Source: an optimization exercise on an open RTL-to-GDS flow (aim: small area and a short achievable clock period). Production flows keep margins and buffers that such runs may drop.
In this exercise RTL edits were held to simulation tests only and were not proved equivalent to the original.

**config.mk**
```make
export PLATFORM = sky130hd
export DESIGN_NAME = cordic_vec
export DESIGN_NICKNAME = cordic_vec
export VERILOG_FILES = /design/flow/design.v
export SDC_FILE = /design/flow/constraint.sdc
export NUM_CORES = 4
export LEC_CHECK = 0
export CAP_MARGIN = 20
export CORE_MARGIN = 2
export CORE_UTILIZATION = 40
export SLEW_MARGIN = 20
```
**constraint.sdc**
```tcl
create_clock -name core_clock -period 32.0 [get_ports {clk}]
set_input_delay 6.4000 -clock core_clock [delete_from_list [all_inputs] [get_ports {clk}]]
set_output_delay 6.4000 -clock core_clock [all_outputs]
set_load 0.01 [all_outputs]
```
**design.v**
```verilog
module rca #(parameter W = 16) (
  input  [W-1:0] a, b,
  input          ci,
  output [W-1:0] s
);
  wire [W:0] c;
  assign c[0] = ci;
  genvar j;
  generate
    for (j = 0; j < W; j = j + 1) begin : b_
      assign s[j] = a[j] ^ b[j] ^ c[j];
      assign c[j+1] = (a[j] & b[j]) | (c[j] & (a[j] ^ b[j]));
    end
  endgenerate
endmodule
module cstage #(parameter I = 0) (
  input  [15:0] x, w,
  input         d,
  output [15:0] xn, wn
);
  wire [14:0] nm = w[14:0] ^ {15{~w[15]}};    
  wire [31:0] xe = {{16{x[15]}}, x};
  wire [31:0] ne = {17'h1ffff, nm};
  wire [15:0] xs = xe[15+I:I];                 
  wire [15:0] ns = ne[15+I:I];                 
  rca #(16) ax (.a(x), .b(~ns), .ci(d), .s(xn));             
  rca #(16) aw (.a({1'b1, nm}), .b(xs), .ci(1'b0), .s(wn));  
endmodule
module cstage_late #(parameter I = 12) (
  input  [15:0] x, w,
  input         d,
  output [15:0] xn, wn
);
  localparam L = 16 - I;   
  wire [14:0] nm = w[14:0] ^ {15{~w[15]}};
  wire [14:0] m = ~nm;
  wire [L-1:0] xl = {1'b0, x[L-2:0]} + {1'b0, m[14:I]} + {{(L-1){1'b0}}, d};
  wire cx = xl[L-1];
  wire [I:0] xu = x[15:L-1];
  wire [I:0] fx;
  wire [L:0] wl = {1'b0, nm[L-1:0]} + {1'b0, x[15:I]};
  wire e = x[15];
  wire [15-L:0] wu = {1'b1, nm[14:L]};
  wire inc = wl[L] & ~e;
  wire dec = ~wl[L] & e;
  wire [15-L:0] fw;
  genvar j;
  generate
    for (j = 0; j <= I; j = j + 1) begin : g
      if (j == 0) begin : z
        assign fx[j] = cx;
      end else begin : o
        assign fx[j] = cx & (&xu[j-1:0]);
      end
    end
    for (j = 0; j <= 15 - L; j = j + 1) begin : f
      if (j == 0) begin : z
        assign fw[j] = inc | dec;
      end else begin : o
        assign fw[j] = (inc & (&wu[j-1:0])) | (dec & ~(|wu[j-1:0]));
      end
    end
  endgenerate
  assign xn = {xu ^ fx, xl[L-2:0]};
  assign wn = {wu ^ fw, wl[L-1:0]};
endmodule
module cordic_vec(clk,a0,b0,r,ang);
  input signed [15:0] a0,b0;
  input clk;
  output signed [15:0] r,ang;
  reg [15:0] x0r, w0r;
  always @(posedge clk) begin
    x0r <= a0;
    w0r <= b0;
  end
  genvar k;
  generate
    for (k = 1; k <= 12; k = k + 1) begin : st
      wire [15:0] xi, wi, xo, wo;
      wire di;                
      wire [k-1:0] dhi;
      reg [15:0] x, w;
      reg [k-1:0] dh;
      if (k == 1) begin : f
        assign xi = x0r;
        assign wi = w0r;
        assign di = w0r[15];
        assign dhi = di;
      end else begin : n
        assign xi = st[k-1].x;
        assign wi = st[k-1].w;
        assign di = st[k-1].dh[k-2] ^ ~st[k-1].w[15];
        assign dhi = {di, st[k-1].dh};
      end
      cstage #(k-1) cs (.x(xi), .w(wi), .d(di), .xn(xo), .wn(wo));
      always @(posedge clk) begin
        x <= xo;
        w <= wo;
        dh <= dhi;
      end
    end
  endgenerate
  wire d12 = st[12].dh[11] ^ ~st[12].w[15];
  wire [15:0] x13, w13, x14, w14;
  cstage_late #(12) ca (.x(st[12].x), .w(st[12].w), .d(d12), .xn(x13), .wn(w13));
  wire d13 = d12 ^ ~w13[15];
  cstage_late #(13) cb (.x(x13), .w(w13), .d(d13), .xn(x14), .wn(w14));
  reg [15:0] x14r, w14r;
  reg [13:0] dh14r;
  always @(posedge clk) begin
    x14r <= x14;
    w14r <= w14;
    dh14r <= {d13, d12, st[12].dh};
  end
  wire d14 = dh14r[13] ^ ~w14r[15];
  wire [15:0] x15, w15;
  cstage_late #(14) cc (.x(x14r), .w(w14r), .d(d14), .xn(x15), .wn(w15));
  wire d15 = d14 ^ ~w15[15];
  wire [15:0] x16 = x15 + {15'd0, d15};
  wire neg = x16[15];
  reg [14:0] ur;
  reg negr;
  reg [15:0] dr;
  always @(posedge clk) begin
    ur <= x16[14:0] ^ {15{neg}};
    negr <= neg;
    dr <= {d15, d14, dh14r};
  end
  wire sc_1 = negr ^ ur[11] ^ ur[2];
  wire sc_2 = (negr & ur[11]) | (negr & ur[2]) | (ur[11] & ur[2]);
  wire sc_3 = ur[5] ^ ~ur[7] ^ ~ur[9];
  wire sc_4 = (ur[5] & ~ur[7]) | (ur[5] & ~ur[9]) | (~ur[7] & ~ur[9]);
  wire sc_5 = 1'b1 ^ negr ^ ur[12];
  wire sc_6 = (1'b1 & negr) | (1'b1 & ur[12]) | (negr & ur[12]);
  wire sc_7 = ur[3] ^ ur[6] ^ ~ur[0];
  wire sc_8 = (ur[3] & ur[6]) | (ur[3] & ~ur[0]) | (ur[6] & ~ur[0]);
  wire sc_9 = ~ur[10] ^ ~ur[8] ^ sc_2;
  wire sc_10 = (~ur[10] & ~ur[8]) | (~ur[10] & sc_2) | (~ur[8] & sc_2);
  wire sc_11 = sc_4 ^ sc_5 ^ sc_7;
  wire sc_12 = (sc_4 & sc_5) | (sc_4 & sc_7) | (sc_5 & sc_7);
  wire sc_13 = 1'b1 ^ negr ^ ur[13];
  wire sc_14 = (1'b1 & negr) | (1'b1 & ur[13]) | (negr & ur[13]);
  wire sc_15 = ur[4] ^ ur[7] ^ ~ur[11];
  wire sc_16 = (ur[4] & ur[7]) | (ur[4] & ~ur[11]) | (ur[7] & ~ur[11]);
  wire sc_17 = ~ur[1] ^ ~ur[9] ^ sc_13;
  wire sc_18 = (~ur[1] & ~ur[9]) | (~ur[1] & sc_13) | (~ur[9] & sc_13);
  wire sc_19 = sc_15 ^ sc_6 ^ sc_8;
  wire sc_20 = (sc_15 & sc_6) | (sc_15 & sc_8) | (sc_6 & sc_8);
  wire sc_21 = sc_10 ^ sc_12 ^ sc_17;
  wire sc_22 = (sc_10 & sc_12) | (sc_10 & sc_17) | (sc_12 & sc_17);
  wire sc_23 = 1'b1 ^ ur[14] ^ ur[5];
  wire sc_24 = (1'b1 & ur[14]) | (1'b1 & ur[5]) | (ur[14] & ur[5]);
  wire sc_25 = ur[8] ^ ~ur[0] ^ ~ur[10];
  wire sc_26 = (ur[8] & ~ur[0]) | (ur[8] & ~ur[10]) | (~ur[0] & ~ur[10]);
  wire sc_27 = ~ur[12] ^ ~ur[2] ^ sc_14;
  wire sc_28 = (~ur[12] & ~ur[2]) | (~ur[12] & sc_14) | (~ur[2] & sc_14);
  wire sc_29 = sc_16 ^ sc_23 ^ sc_25;
  wire sc_30 = (sc_16 & sc_23) | (sc_16 & sc_25) | (sc_23 & sc_25);
  wire sc_31 = sc_18 ^ sc_20 ^ sc_27;
  wire sc_32 = (sc_18 & sc_20) | (sc_18 & sc_27) | (sc_20 & sc_27);
  wire sc_33 = sc_29 ^ sc_22 ^ sc_31;
  wire sc_34 = (sc_29 & sc_22) | (sc_29 & sc_31) | (sc_22 & sc_31);
  wire sc_35 = negr ^ ur[6] ^ ur[9];
  wire sc_36 = (negr & ur[6]) | (negr & ur[9]) | (ur[6] & ur[9]);
  wire sc_37 = ~ur[11] ^ ~ur[13] ^ ~ur[1];
  wire sc_38 = (~ur[11] & ~ur[13]) | (~ur[11] & ~ur[1]) | (~ur[13] & ~ur[1]);
  wire sc_39 = ~ur[3] ^ sc_24 ^ sc_26;
  wire sc_40 = (~ur[3] & sc_24) | (~ur[3] & sc_26) | (sc_24 & sc_26);
  wire sc_41 = sc_35 ^ sc_37 ^ sc_28;
  wire sc_42 = (sc_35 & sc_37) | (sc_35 & sc_28) | (sc_37 & sc_28);
  wire sc_43 = sc_30 ^ sc_39 ^ sc_32;
  wire sc_44 = (sc_30 & sc_39) | (sc_30 & sc_32) | (sc_39 & sc_32);
  wire sc_45 = sc_41 ^ sc_34 ^ sc_43;
  wire sc_46 = (sc_41 & sc_34) | (sc_41 & sc_43) | (sc_34 & sc_43);
  wire sc_47 = negr ^ ur[10] ^ ur[7];
  wire sc_48 = (negr & ur[10]) | (negr & ur[7]) | (ur[10] & ur[7]);
  wire sc_49 = ~ur[12] ^ ~ur[14] ^ ~ur[2];
  wire sc_50 = (~ur[12] & ~ur[14]) | (~ur[12] & ~ur[2]) | (~ur[14] & ~ur[2]);
  wire sc_51 = ~ur[4] ^ sc_36 ^ sc_38;
  wire sc_52 = (~ur[4] & sc_36) | (~ur[4] & sc_38) | (sc_36 & sc_38);
  wire sc_53 = sc_47 ^ sc_49 ^ sc_40;
  wire sc_54 = (sc_47 & sc_49) | (sc_47 & sc_40) | (sc_49 & sc_40);
  wire sc_55 = sc_51 ^ sc_42 ^ sc_53;
  wire sc_56 = (sc_51 & sc_42) | (sc_51 & sc_53) | (sc_42 & sc_53);
  wire sc_57 = sc_44 ^ sc_55 ^ sc_46;
  wire sc_58 = (sc_44 & sc_55) | (sc_44 & sc_46) | (sc_55 & sc_46);
  wire sc_59 = ur[11] ^ ur[8] ^ ~ur[0];
  wire sc_60 = (ur[11] & ur[8]) | (ur[11] & ~ur[0]) | (ur[8] & ~ur[0]);
  wire sc_61 = ~ur[13] ^ ~ur[3] ^ ~ur[5];
  wire sc_62 = (~ur[13] & ~ur[3]) | (~ur[13] & ~ur[5]) | (~ur[3] & ~ur[5]);
  wire sc_63 = sc_48 ^ sc_50 ^ sc_59;
  wire sc_64 = (sc_48 & sc_50) | (sc_48 & sc_59) | (sc_50 & sc_59);
  wire sc_65 = sc_61 ^ sc_52 ^ sc_63;
  wire sc_66 = (sc_61 & sc_52) | (sc_61 & sc_63) | (sc_52 & sc_63);
  wire sc_67 = sc_54 ^ sc_65 ^ sc_56;
  wire sc_68 = (sc_54 & sc_65) | (sc_54 & sc_56) | (sc_65 & sc_56);
  wire sc_69 = negr ^ ur[12] ^ ur[9];
  wire sc_70 = (negr & ur[12]) | (negr & ur[9]) | (ur[12] & ur[9]);
  wire sc_71 = ~ur[14] ^ ~ur[1] ^ ~ur[4];
  wire sc_72 = (~ur[14] & ~ur[1]) | (~ur[14] & ~ur[4]) | (~ur[1] & ~ur[4]);
  wire sc_73 = ~ur[6] ^ sc_60 ^ sc_62;
  wire sc_74 = (~ur[6] & sc_60) | (~ur[6] & sc_62) | (sc_60 & sc_62);
  wire sc_75 = sc_69 ^ sc_71 ^ sc_64;
  wire sc_76 = (sc_69 & sc_71) | (sc_69 & sc_64) | (sc_71 & sc_64);
  wire sc_77 = sc_73 ^ sc_66 ^ sc_75;
  wire sc_78 = (sc_73 & sc_66) | (sc_73 & sc_75) | (sc_66 & sc_75);
  wire sc_79 = 1'b1 ^ negr ^ ur[10];
  wire sc_80 = (1'b1 & negr) | (1'b1 & ur[10]) | (negr & ur[10]);
  wire sc_81 = ur[13] ^ ~ur[2] ^ ~ur[5];
  wire sc_82 = (ur[13] & ~ur[2]) | (ur[13] & ~ur[5]) | (~ur[2] & ~ur[5]);
  wire sc_83 = ~ur[7] ^ sc_70 ^ sc_72;
  wire sc_84 = (~ur[7] & sc_70) | (~ur[7] & sc_72) | (sc_70 & sc_72);
  wire sc_85 = sc_79 ^ sc_81 ^ sc_74;
  wire sc_86 = (sc_79 & sc_81) | (sc_79 & sc_74) | (sc_81 & sc_74);
  wire sc_87 = sc_83 ^ sc_76 ^ sc_85;
  wire sc_88 = (sc_83 & sc_76) | (sc_83 & sc_85) | (sc_76 & sc_85);
  wire sc_89 = 1'b1 ^ ur[0] ^ ur[11];
  wire sc_90 = (1'b1 & ur[0]) | (1'b1 & ur[11]) | (ur[0] & ur[11]);
  wire sc_91 = ur[14] ^ ~ur[3] ^ ~ur[6];
  wire sc_92 = (ur[14] & ~ur[3]) | (ur[14] & ~ur[6]) | (~ur[3] & ~ur[6]);
  wire sc_93 = ~ur[8] ^ sc_80 ^ sc_82;
  wire sc_94 = (~ur[8] & sc_80) | (~ur[8] & sc_82) | (sc_80 & sc_82);
  wire sc_95 = sc_89 ^ sc_91 ^ sc_84;
  wire sc_96 = (sc_89 & sc_91) | (sc_89 & sc_84) | (sc_91 & sc_84);
  wire sc_97 = sc_93 ^ sc_86 ^ sc_95;
  wire sc_98 = (sc_93 & sc_86) | (sc_93 & sc_95) | (sc_86 & sc_95);
  wire sc_99 = 1'b1 ^ ur[12] ^ ur[1];
  wire sc_100 = (1'b1 & ur[12]) | (1'b1 & ur[1]) | (ur[12] & ur[1]);
  wire sc_101 = ~ur[4] ^ ~ur[7] ^ ~ur[9];
  wire sc_102 = (~ur[4] & ~ur[7]) | (~ur[4] & ~ur[9]) | (~ur[7] & ~ur[9]);
  wire sc_103 = sc_101 ^ sc_90 ^ sc_92;
  wire sc_104 = (sc_101 & sc_90) | (sc_101 & sc_92) | (sc_90 & sc_92);
  wire sc_105 = sc_99 ^ sc_103 ^ sc_94;
  wire sc_106 = (sc_99 & sc_103) | (sc_99 & sc_94) | (sc_103 & sc_94);
  wire sc_107 = sc_105 ^ sc_96 ^ sc_98;
  wire sc_108 = (sc_105 & sc_96) | (sc_105 & sc_98) | (sc_96 & sc_98);
  wire sc_109 = 1'b1 ^ negr ^ ur[0];
  wire sc_110 = (1'b1 & negr) | (1'b1 & ur[0]) | (negr & ur[0]);
  wire sc_111 = ur[13] ^ ur[2] ^ ~ur[10];
  wire sc_112 = (ur[13] & ur[2]) | (ur[13] & ~ur[10]) | (ur[2] & ~ur[10]);
  wire sc_113 = ~ur[5] ^ ~ur[8] ^ sc_100;
  wire sc_114 = (~ur[5] & ~ur[8]) | (~ur[5] & sc_100) | (~ur[8] & sc_100);
  wire sc_115 = sc_102 ^ sc_109 ^ sc_111;
  wire sc_116 = (sc_102 & sc_109) | (sc_102 & sc_111) | (sc_109 & sc_111);
  wire sc_117 = sc_104 ^ sc_113 ^ sc_115;
  wire sc_118 = (sc_104 & sc_113) | (sc_104 & sc_115) | (sc_113 & sc_115);
  wire sc_119 = sc_106 ^ sc_117 ^ sc_108;
  wire sc_120 = (sc_106 & sc_117) | (sc_106 & sc_108) | (sc_117 & sc_108);
  wire sc_121 = 1'b1 ^ negr ^ ur[14];
  wire sc_122 = (1'b1 & negr) | (1'b1 & ur[14]) | (negr & ur[14]);
  wire sc_123 = ur[1] ^ ur[3] ^ ~ur[11];
  wire sc_124 = (ur[1] & ur[3]) | (ur[1] & ~ur[11]) | (ur[3] & ~ur[11]);
  wire sc_125 = ~ur[6] ^ ~ur[9] ^ sc_110;
  wire sc_126 = (~ur[6] & ~ur[9]) | (~ur[6] & sc_110) | (~ur[9] & sc_110);
  wire sc_127 = sc_112 ^ sc_121 ^ sc_123;
  wire sc_128 = (sc_112 & sc_121) | (sc_112 & sc_123) | (sc_121 & sc_123);
  wire sc_129 = sc_114 ^ sc_116 ^ sc_125;
  wire sc_130 = (sc_114 & sc_116) | (sc_114 & sc_125) | (sc_116 & sc_125);
  wire sc_131 = sc_127 ^ sc_118 ^ sc_129;
  wire sc_132 = (sc_127 & sc_118) | (sc_127 & sc_129) | (sc_118 & sc_129);
  wire sc_133 = 1'b1 ^ negr ^ ur[2];
  wire sc_134 = (1'b1 & negr) | (1'b1 & ur[2]) | (negr & ur[2]);
  wire sc_135 = ur[4] ^ ~ur[10] ^ ~ur[12];
  wire sc_136 = (ur[4] & ~ur[10]) | (ur[4] & ~ur[12]) | (~ur[10] & ~ur[12]);
  wire sc_137 = ~ur[7] ^ sc_122 ^ sc_124;
  wire sc_138 = (~ur[7] & sc_122) | (~ur[7] & sc_124) | (sc_122 & sc_124);
  wire sc_139 = sc_133 ^ sc_135 ^ sc_126;
  wire sc_140 = (sc_133 & sc_135) | (sc_133 & sc_126) | (sc_135 & sc_126);
  wire sc_141 = sc_128 ^ sc_137 ^ sc_130;
  wire sc_142 = (sc_128 & sc_137) | (sc_128 & sc_130) | (sc_137 & sc_130);
  wire sc_143 = sc_139 ^ sc_132 ^ sc_141;
  wire sc_144 = (sc_139 & sc_132) | (sc_139 & sc_141) | (sc_132 & sc_141);
  wire sc_145 = 1'b1 ^ negr ^ ur[3];
  wire sc_146 = (1'b1 & negr) | (1'b1 & ur[3]) | (negr & ur[3]);
  wire sc_147 = ur[5] ^ ~ur[11] ^ ~ur[13];
  wire sc_148 = (ur[5] & ~ur[11]) | (ur[5] & ~ur[13]) | (~ur[11] & ~ur[13]);
  wire sc_149 = ~ur[8] ^ sc_134 ^ sc_136;
  wire sc_150 = (~ur[8] & sc_134) | (~ur[8] & sc_136) | (sc_134 & sc_136);
  wire sc_151 = sc_145 ^ sc_147 ^ sc_138;
  wire sc_152 = (sc_145 & sc_147) | (sc_145 & sc_138) | (sc_147 & sc_138);
  wire sc_153 = sc_149 ^ sc_140 ^ sc_151;
  wire sc_154 = (sc_149 & sc_140) | (sc_149 & sc_151) | (sc_140 & sc_151);
  wire sc_155 = sc_142 ^ sc_153 ^ sc_144;
  wire sc_156 = (sc_142 & sc_153) | (sc_142 & sc_144) | (sc_153 & sc_144);
  wire sc_157 = 1'b1 ^ negr ^ ur[4];
  wire sc_158 = (1'b1 & negr) | (1'b1 & ur[4]) | (negr & ur[4]);
  wire sc_159 = ur[6] ^ ~ur[12] ^ ~ur[14];
  wire sc_160 = (ur[6] & ~ur[12]) | (ur[6] & ~ur[14]) | (~ur[12] & ~ur[14]);
  wire sc_161 = ~ur[9] ^ sc_146 ^ sc_148;
  wire sc_162 = (~ur[9] & sc_146) | (~ur[9] & sc_148) | (sc_146 & sc_148);
  wire sc_163 = sc_157 ^ sc_159 ^ sc_150;
  wire sc_164 = (sc_157 & sc_159) | (sc_157 & sc_150) | (sc_159 & sc_150);
  wire sc_165 = sc_161 ^ sc_152 ^ sc_163;
  wire sc_166 = (sc_161 & sc_152) | (sc_161 & sc_163) | (sc_152 & sc_163);
  wire sc_167 = sc_154 ^ sc_165 ^ sc_156;
  wire sc_168 = (sc_154 & sc_165) | (sc_154 & sc_156) | (sc_165 & sc_156);
  wire sc_169 = negr ^ ur[5] ^ ur[7];
  wire sc_170 = (negr & ur[5]) | (negr & ur[7]) | (ur[5] & ur[7]);
  wire sc_171 = ~ur[10] ^ ~ur[13] ^ sc_158;
  wire sc_172 = (~ur[10] & ~ur[13]) | (~ur[10] & sc_158) | (~ur[13] & sc_158);
  wire sc_173 = sc_160 ^ sc_169 ^ sc_162;
  wire sc_174 = (sc_160 & sc_169) | (sc_160 & sc_162) | (sc_169 & sc_162);
  wire sc_175 = sc_171 ^ sc_164 ^ sc_173;
  wire sc_176 = (sc_171 & sc_164) | (sc_171 & sc_173) | (sc_164 & sc_173);
  wire sc_177 = sc_166 ^ sc_175 ^ sc_168;
  wire sc_178 = (sc_166 & sc_175) | (sc_166 & sc_168) | (sc_175 & sc_168);
  wire sc_179 = 1'b1 ^ negr ^ ur[6];
  wire sc_180 = (1'b1 & negr) | (1'b1 & ur[6]) | (negr & ur[6]);
  wire sc_181 = ur[8] ^ ~ur[11] ^ ~ur[14];
  wire sc_182 = (ur[8] & ~ur[11]) | (ur[8] & ~ur[14]) | (~ur[11] & ~ur[14]);
  wire sc_183 = sc_170 ^ sc_179 ^ sc_181;
  wire sc_184 = (sc_170 & sc_179) | (sc_170 & sc_181) | (sc_179 & sc_181);
  wire sc_185 = sc_172 ^ sc_183 ^ sc_174;
  wire sc_186 = (sc_172 & sc_183) | (sc_172 & sc_174) | (sc_183 & sc_174);
  wire sc_187 = sc_176 ^ sc_185 ^ sc_178;
  wire sc_188 = (sc_176 & sc_185) | (sc_176 & sc_178) | (sc_185 & sc_178);
  wire sc_189 = negr ^ ur[7] ^ ur[9];
  wire sc_190 = (negr & ur[7]) | (negr & ur[9]) | (ur[7] & ur[9]);
  wire sc_191 = ~ur[12] ^ sc_180 ^ sc_182;
  wire sc_192 = (~ur[12] & sc_180) | (~ur[12] & sc_182) | (sc_180 & sc_182);
  wire sc_193 = sc_189 ^ sc_184 ^ sc_191;
  wire sc_194 = (sc_189 & sc_184) | (sc_189 & sc_191) | (sc_184 & sc_191);
  wire sc_195 = sc_193 ^ sc_186 ^ sc_188;
  wire sc_196 = (sc_193 & sc_186) | (sc_193 & sc_188) | (sc_186 & sc_188);
  wire sc_197 = 1'b1 ^ negr ^ ur[10];
  wire sc_198 = (1'b1 & negr) | (1'b1 & ur[10]) | (negr & ur[10]);
  wire sc_199 = ur[8] ^ ~ur[13] ^ sc_190;
  wire sc_200 = (ur[8] & ~ur[13]) | (ur[8] & sc_190) | (~ur[13] & sc_190);
  wire sc_201 = sc_197 ^ sc_192 ^ sc_199;
  wire sc_202 = (sc_197 & sc_192) | (sc_197 & sc_199) | (sc_192 & sc_199);
  wire sc_203 = sc_194 ^ sc_201 ^ sc_196;
  wire sc_204 = (sc_194 & sc_201) | (sc_194 & sc_196) | (sc_201 & sc_196);
  wire sc_205 = 1'b1 ^ negr ^ ur[11];
  wire sc_206 = (1'b1 & negr) | (1'b1 & ur[11]) | (negr & ur[11]);
  wire sc_207 = ur[9] ^ ~ur[14] ^ sc_198;
  wire sc_208 = (ur[9] & ~ur[14]) | (ur[9] & sc_198) | (~ur[14] & sc_198);
  wire sc_209 = sc_205 ^ sc_200 ^ sc_207;
  wire sc_210 = (sc_205 & sc_200) | (sc_205 & sc_207) | (sc_200 & sc_207);
  wire sc_211 = sc_202 ^ sc_209 ^ sc_204;
  wire sc_212 = (sc_202 & sc_209) | (sc_202 & sc_204) | (sc_209 & sc_204);
  wire sc_213 = negr ^ ur[10] ^ ur[12];
  wire sc_214 = (negr & ur[10]) | (negr & ur[12]) | (ur[10] & ur[12]);
  wire sc_215 = sc_206 ^ sc_213 ^ sc_208;
  wire sc_216 = (sc_206 & sc_213) | (sc_206 & sc_208) | (sc_213 & sc_208);
  wire sc_217 = sc_210 ^ sc_215 ^ sc_212;
  wire sc_218 = (sc_210 & sc_215) | (sc_210 & sc_212) | (sc_215 & sc_212);
  wire sc_219 = 1'b1 ^ negr ^ ur[11];
  wire sc_220 = (1'b1 & negr) | (1'b1 & ur[11]) | (negr & ur[11]);
  wire sc_221 = ur[13] ^ sc_214 ^ sc_219;
  wire sc_222 = (ur[13] & sc_214) | (ur[13] & sc_219) | (sc_214 & sc_219);
  wire sc_223 = sc_221 ^ sc_216 ^ sc_218;
  wire sc_224 = (sc_221 & sc_216) | (sc_221 & sc_218) | (sc_216 & sc_218);
  wire sc_225 = 1'b1 ^ negr ^ ur[12];
  wire sc_226 = (1'b1 & negr) | (1'b1 & ur[12]) | (negr & ur[12]);
  wire sc_227 = ur[14] ^ sc_220 ^ sc_225;
  wire sc_228 = (ur[14] & sc_220) | (ur[14] & sc_225) | (sc_220 & sc_225);
  wire sc_229 = sc_222 ^ sc_227 ^ sc_224;
  wire sc_230 = (sc_222 & sc_227) | (sc_222 & sc_224) | (sc_227 & sc_224);
  wire sc_231 = 1'b1 ^ negr ^ ur[13];
  wire sc_232 = (1'b1 & negr) | (1'b1 & ur[13]) | (negr & ur[13]);
  wire sc_233 = sc_226 ^ sc_231 ^ sc_228;
  wire sc_234 = (sc_226 & sc_231) | (sc_226 & sc_228) | (sc_231 & sc_228);
  wire sc_235 = 1'b1 ^ negr ^ ur[14];
  wire sc_236 = (1'b1 & negr) | (1'b1 & ur[14]) | (negr & ur[14]);
  wire sc_237 = sc_232 ^ sc_235 ^ sc_234;
  wire sc_238 = (sc_232 & sc_235) | (sc_232 & sc_234) | (sc_235 & sc_234);
  wire sc_239 = 1'b1 ^ negr ^ sc_236;
  wire sc_240 = (1'b1 & negr) | (1'b1 & sc_236) | (negr & sc_236);
  wire sc_241 = 1'b1 ^ negr ^ sc_240;
  wire sc_242 = (1'b1 & negr) | (1'b1 & sc_240) | (negr & sc_240);
  wire [38:0] sc_243 = {sc_241, sc_238, sc_237, sc_230, sc_229, sc_223, sc_217, sc_211, sc_203, sc_195, sc_187, sc_177, sc_167, sc_155, sc_143, sc_120, sc_119, sc_107, sc_88, sc_78, sc_68, sc_58, sc_57, sc_45, sc_33, sc_19, sc_9, sc_1, 1'b0, 1'b1, 1'b1, 1'b1, 1'b1, 1'b1, 1'b1, 1'b1, 1'b1, 1'b1, 1'b1};
  wire [38:0] sc_244 = {1'b0, sc_239, 1'b0, sc_233, 1'b0, 1'b0, 1'b0, 1'b0, 1'b0, 1'b0, 1'b0, 1'b0, 1'b0, 1'b0, 1'b0, sc_131, 1'b0, 1'b0, sc_97, sc_87, sc_77, sc_67, 1'b0, 1'b0, 1'b0, sc_21, sc_11, sc_3, 1'b0, 1'b0, 1'b0, 1'b0, 1'b0, 1'b0, 1'b0, 1'b0, 1'b0, 1'b0, 1'b0};
  wire [38:0] sc_245 = sc_243 + sc_244;
  wire zs_1 = dr[13] ^ dr[14] ^ dr[6];
  wire zs_2 = (dr[13] & dr[14]) | (dr[13] & dr[6]) | (dr[14] & dr[6]);
  wire zs_3 = ~dr[12] ^ ~dr[15] ^ zs_1;
  wire zs_4 = (~dr[12] & ~dr[15]) | (~dr[12] & zs_1) | (~dr[15] & zs_1);
  wire zs_5 = 1'b1 ^ dr[5] ^ ~dr[1];
  wire zs_6 = (1'b1 & dr[5]) | (1'b1 & ~dr[1]) | (dr[5] & ~dr[1]);
  wire zs_7 = ~dr[3] ^ zs_2 ^ zs_5;
  wire zs_8 = (~dr[3] & zs_2) | (~dr[3] & zs_5) | (zs_2 & zs_5);
  wire zs_9 = dr[11] ^ dr[12] ^ dr[4];
  wire zs_10 = (dr[11] & dr[12]) | (dr[11] & dr[4]) | (dr[12] & dr[4]);
  wire zs_11 = ~dr[14] ^ zs_6 ^ zs_9;
  wire zs_12 = (~dr[14] & zs_6) | (~dr[14] & zs_9) | (zs_6 & zs_9);
  wire zs_13 = 1'b1 ^ dr[10] ^ dr[2];
  wire zs_14 = (1'b1 & dr[10]) | (1'b1 & dr[2]) | (dr[10] & dr[2]);
  wire zs_15 = dr[3] ^ ~dr[0] ^ ~dr[13];
  wire zs_16 = (dr[3] & ~dr[0]) | (dr[3] & ~dr[13]) | (~dr[0] & ~dr[13]);
  wire zs_17 = ~dr[1] ^ zs_10 ^ zs_13;
  wire zs_18 = (~dr[1] & zs_10) | (~dr[1] & zs_13) | (zs_10 & zs_13);
  wire zs_19 = zs_15 ^ zs_12 ^ zs_17;
  wire zs_20 = (zs_15 & zs_12) | (zs_15 & zs_17) | (zs_12 & zs_17);
  wire zs_21 = dr[9] ^ ~dr[12] ^ zs_14;
  wire zs_22 = (dr[9] & ~dr[12]) | (dr[9] & zs_14) | (~dr[12] & zs_14);
  wire zs_23 = zs_16 ^ zs_18 ^ zs_21;
  wire zs_24 = (zs_16 & zs_18) | (zs_16 & zs_21) | (zs_18 & zs_21);
  wire zs_25 = dr[2] ^ dr[3] ^ dr[8];
  wire zs_26 = (dr[2] & dr[3]) | (dr[2] & dr[8]) | (dr[3] & dr[8]);
  wire zs_27 = ~dr[11] ^ zs_25 ^ zs_22;
  wire zs_28 = (~dr[11] & zs_25) | (~dr[11] & zs_22) | (zs_25 & zs_22);
  wire zs_29 = dr[0] ^ dr[1] ^ dr[7];
  wire zs_30 = (dr[0] & dr[1]) | (dr[0] & dr[7]) | (dr[1] & dr[7]);
  wire zs_31 = ~dr[10] ^ zs_26 ^ zs_29;
  wire zs_32 = (~dr[10] & zs_26) | (~dr[10] & zs_29) | (zs_26 & zs_29);
  wire zs_33 = dr[6] ^ ~dr[9] ^ zs_30;
  wire zs_34 = (dr[6] & ~dr[9]) | (dr[6] & zs_30) | (~dr[9] & zs_30);
  wire zs_35 = 1'b1 ^ dr[2] ^ dr[5];
  wire zs_36 = (1'b1 & dr[2]) | (1'b1 & dr[5]) | (dr[2] & dr[5]);
  wire zs_37 = ~dr[8] ^ zs_35 ^ zs_34;
  wire zs_38 = (~dr[8] & zs_35) | (~dr[8] & zs_34) | (zs_35 & zs_34);
  wire zs_39 = 1'b1 ^ dr[4] ^ ~dr[7];
  wire zs_40 = (1'b1 & dr[4]) | (1'b1 & ~dr[7]) | (dr[4] & ~dr[7]);
  wire zs_41 = zs_36 ^ zs_39 ^ zs_38;
  wire zs_42 = (zs_36 & zs_39) | (zs_36 & zs_38) | (zs_39 & zs_38);
  wire zs_43 = dr[3] ^ ~dr[6] ^ zs_40;
  wire zs_44 = (dr[3] & ~dr[6]) | (dr[3] & zs_40) | (~dr[6] & zs_40);
  wire zs_45 = 1'b1 ^ dr[2] ^ ~dr[1];
  wire zs_46 = (1'b1 & dr[2]) | (1'b1 & ~dr[1]) | (dr[2] & ~dr[1]);
  wire zs_47 = ~dr[5] ^ zs_45 ^ zs_44;
  wire zs_48 = (~dr[5] & zs_45) | (~dr[5] & zs_44) | (zs_45 & zs_44);
  wire zs_49 = 1'b1 ^ dr[0] ^ ~dr[4];
  wire zs_50 = (1'b1 & dr[0]) | (1'b1 & ~dr[4]) | (dr[0] & ~dr[4]);
  wire zs_51 = zs_46 ^ zs_49 ^ zs_48;
  wire zs_52 = (zs_46 & zs_49) | (zs_46 & zs_48) | (zs_49 & zs_48);
  wire zs_53 = 1'b1 ^ dr[1] ^ ~dr[3];
  wire zs_54 = (1'b1 & dr[1]) | (1'b1 & ~dr[3]) | (dr[1] & ~dr[3]);
  wire zs_55 = zs_50 ^ zs_53 ^ zs_52;
  wire zs_56 = (zs_50 & zs_53) | (zs_50 & zs_52) | (zs_53 & zs_52);
  wire zs_57 = dr[0] ^ ~dr[2] ^ zs_54;
  wire zs_58 = (dr[0] & ~dr[2]) | (dr[0] & zs_54) | (~dr[2] & zs_54);
  wire [15:0] zs_59 = {zs_56, zs_55, zs_51, zs_47, zs_42, zs_41, zs_37, zs_32, zs_28, zs_24, zs_20, zs_19, zs_8, zs_4, zs_3, 1'b1};
  wire [15:0] zs_60 = {zs_57, 1'b0, 1'b0, 1'b0, zs_43, 1'b0, 1'b0, zs_33, zs_31, zs_27, zs_23, 1'b0, zs_11, zs_7, 1'b0, 1'b0};
  wire [15:0] zs_61 = zs_59 + zs_60;
  reg [15:0] rr, angr;
  always @(posedge clk) begin
    rr <= sc_245[38:23] ^ {16{negr}};
    angr <= zs_61;
  end
  assign r = rr;
  assign ang = angr;
endmodule
```
**run.sh**
```bash
#!/bin/bash
# synth_recipe.tcl (not shown) runs the flow's synth.tcl, then flattens the netlist and writes it again
# the make line also repeats each setting of config.mk as NAME=value (left out here)
make -C /OpenROAD-flow-scripts/flow DESIGN_CONFIG=/design/flow/config.mk WORK_HOME=/design/flow/orfs CLKGATE_MAP_FILE= SYNTH_SCRIPT=/design/flow/synth_recipe.tcl finish
```
==> run_results.csv <==
group,metric,value,unit
routing,wl_met2,25.5,mm
die,row_count,98,
timing,tns,0,ns
synthesis,yosysTopAreaCell,"dfxtp_1",
critical_path,path_cells,"buf_4 -> inv_1 -> ha_1 -> fa_1 -> inv_1 -> fa_1 -> fa_1 -> fa_1 -> fa_1 -> fa_1 -> fa_1 -> fa_1 -> fa_1 -> fa_1 -> fa_1 -> fa_1 -> fa_1 -> inv_1 -> fa_1 -> nand4b_1 -> o31a_1 -> nor2_1 -> a21oi_1 -> xnor2_1",
synthesis,synth_nets,2882,
grt,grt_usage,0.136,
synthesis,ys_seq_elements,603,
timing,tightest_slew,0.998,ns
placed_design,dp_cells,3280,
cts,cts_hold_buffers,0,
routing,drc,0,
routing,top_layer,"met4",
timing,finalCriticalPeriod,8.97,ns
die,core,0.0715,mm²
cts,clock_latency,0.59,ns
finish,synthToLayoutAreaGrowth,13.4,%
routing,met1_length,19.5,mm
cts,cts.path.max_buffers,3,
cts,cts.sinks,603,
synthesis,post-synth-top-count-cell,"dfxtp_1",
routing,viasPerCell,4.27,
synthesis,synth_cells,2303,
routing,firstDrtPassIters,5,
synthesis,ys.warnings.count,1,
cts,clockRootBuffer,"clkbuf_16",
placed_design,place_ws,22.96,ns
status,status,"no timing/DRC/antenna violations",
synthesis,ys_seq_area_frac,0.417,
timing,slew_viol_final,0,
timing,hold_viol,0,
critical_path,crit_top_cell,"fa_1",
timing,post-route-period-util,0.280,
critical_path,critical_path_required,32.46,ns
die,die_h,273,µm
die,initial_core_util,0.405,
cts,postCtsSetupBuffers,0,
placed_design,gp_congestion,0.806,
grt,grt_pass1_vias,16400,
grt,grt_overflow,0,
grt,grt_pass1_wl,81.0,mm
synthesis,yosysTopAreaCellShare,0.417,
hold_path,hold_class,"reg2reg",
routing,vias,14500,
cts,cts_buffers,66,
synthesis,ys_types,74,
placed_design,dpl.hpwl,38.7,mm
critical_path,slowest_stage,"fa_1",
finish,drive_gt1_frac,0.0536,
die,dieWidth,273,µm
grt,antenna_found_initial,0,
grt,grt_max_degree,44,
timing,worst_slack,23.03,ns
synthesis,syn_area_per_cell,12.6,µm²
hold_path,holdPathStages,0,
critical_path,reg2reg_depth,24,
timing,setup_viol,0,
critical_path,endpoint_kind,"register",
critical_path,critical_path_class,"reg2reg",
routing,wire_per_inst,14.0,µm
synthesis,synth_common_cells,"603 x dfxtp_1, 463 x inv_1, 411 x fa_1",
synthesis,synthFlopType,"dfxtp_1",
timing,fmaxAchievable,111,MHz
critical_path,critPathMaxFanout,22,
die,io_pins,65,
synthesis,async_flop_share,0,
routing,dr_wl_met3,1.37,mm
critical_path,slowest_delay,0.50,ns
timing,slew_headroom,0.334,
routing,route.antenna.remaining_nets,0,
critical_path,start_kind,"register",
timing,rsz0062_at_grt,"false",
die,die_area,0.0745,mm²
cts,clk_pin_slew,0.05,ns
critical_path,arrival,9.44,ns
timing,skew,0.0171,ns
cts,cts_max_level,3,
run,maxCapViolCount,0,
synthesis,synth-edff-count,0,
finish,final_cells,3396,
finish,fin_nets,2977,
synthesis,syn_area,0.0289,mm²
cts,cts_tree,"built",
cts,cts_resized,0,
finish,n_antenna_cell,0,
routing,wl,47.6,mm
routing,detail_route.iter0.violations,385,
synthesis,synth.area.top_cells,"dfxtp_1 42%, fa_1 28%, xor2_1 6.7%, inv_1 6.0%, ha_1 5.8%",
placed_design,portBuffers,63,
stage by stage:
stage,instance area (µm²),util,hold slack (ns)
2_1_floorplan,28900,-,0.310
3_3_place_gp,30600,0.428,0.311
4_1_cts,32800,0.459,0.316
5_1_grt,32800,0.459,0.328
6_report,32800,0.459,0.322
3_5_place_dp,30600,0.428,0.312
sequential cells by signal, indices dropped and copies added, names as in the netlist, 14 cells and up:
| name | count |
|---|---|
| st.w | 192 |
| st.x | 192 |
| st.dh | 78 |
| dr | 16 |
| rr | 16 |
| w0r | 16 |
| w14r | 16 |
| x0r | 16 |
| x14r | 16 |
| angr | 15 |
| ur | 15 |
| dh14r | 14 |
area by class of cell:
type / count / area, µm²
inverter: 463 / 1740
sequential: 603 / 12100
fill: 6423 / 38700
timing repair buffer: 73 / 706
multi-input combinational: 1191 / 14900
clock buffer: 101 / 1970
clock inverter: 15 / 205
tap: 950 / 1190
cells in the final DEF (no fill, tap or decap), types with 10 or more instances in the layout:
master,n
dfxtp_1,603
inv_1,463
fa_1,411
xor2_1,219
xnor2_1,139
ha_1,135
clkbuf_16,66
clkdlybuf4s50_1,63
nand2_1,33
nand3_1,27
nor2_1,26
a21oi_1,21
clkbuf_8,19
clkbuf_1,16
and3_1,13
o21ai_0,13
buf_4,10
worst max-delay path: cells and delay by family (launching register included):
kind / cells / cell delay (ns)
AOI/OAI and AO/OA: 2 / 0.38
adders and majority gates: 15 / 6.79
xor gates and xnor gates: 1 / 0.13
buffers and inverters: 4 / 0.87
and+or+nand+nor: 2 / 0.36
DFF: 1 / 0.30
cell families (layout without fill, tap and decap cells):
kind of cell             count (synthesis)  after routing  synth area share
buffers and inverters                  509            652            0.0675
multiplexers                             6              6           0.00216
AO/OA/AOI/OAI                           98             98            0.0234
adder cells (fa/ha/maj)                547            547             0.343
AND/OR/NAND/NOR                        179            179            0.0371
other                                    1              1          0.000130
flip-flops                             603            603             0.417
XOR/XNOR                               360            360             0.109
layer usage:
layer,track usage,vias up
met5,0,-
li1,-,7118
met3,0.0254,80
met1,0.158,7119
met2,0.253,168
met4,0.0437,0
worst paths after layout:
kind | endpoint | startpoint | slack [ns]
max reg2reg | rr[15] | negr | 23.03
max | rr[15] | negr | 23.03
min | st[8].dh[2] | st[7].dh[2] | 0.32
min reg2reg | st[8].dh[2] | st[7].dh[2] | 0.32

[static timing again, ports no longer ideal]
How much do the figures lean on ideal ports? The routed layout below was timed once more, with nothing changed but the port constraints. Step 1: set_driving_cell puts a clkbuf_16 on clk and a buf_2 on each other input, an assumption about the parent block. Step 2 moves the port delays by t, midway between the first and last clock arrival at a register: inputs arrive t later, outputs are due t later. That takes back most of the time a late clock gives input paths. a / b / c = ideal / step 1 / step 2; a / b = the first two.
shift t [ns]: 0.635
setup WS [ns]: 23.028 / 23.028 / 23.028
slew at the worst register clock pin (ns): 0.06 / 0.06
worst slew at a driven data input, ns: 0.04
After both steps setup and hold are still met in this run. The setup slack of this run moves by 0.000 ns with the drivers and by 0.000 ns with both steps.
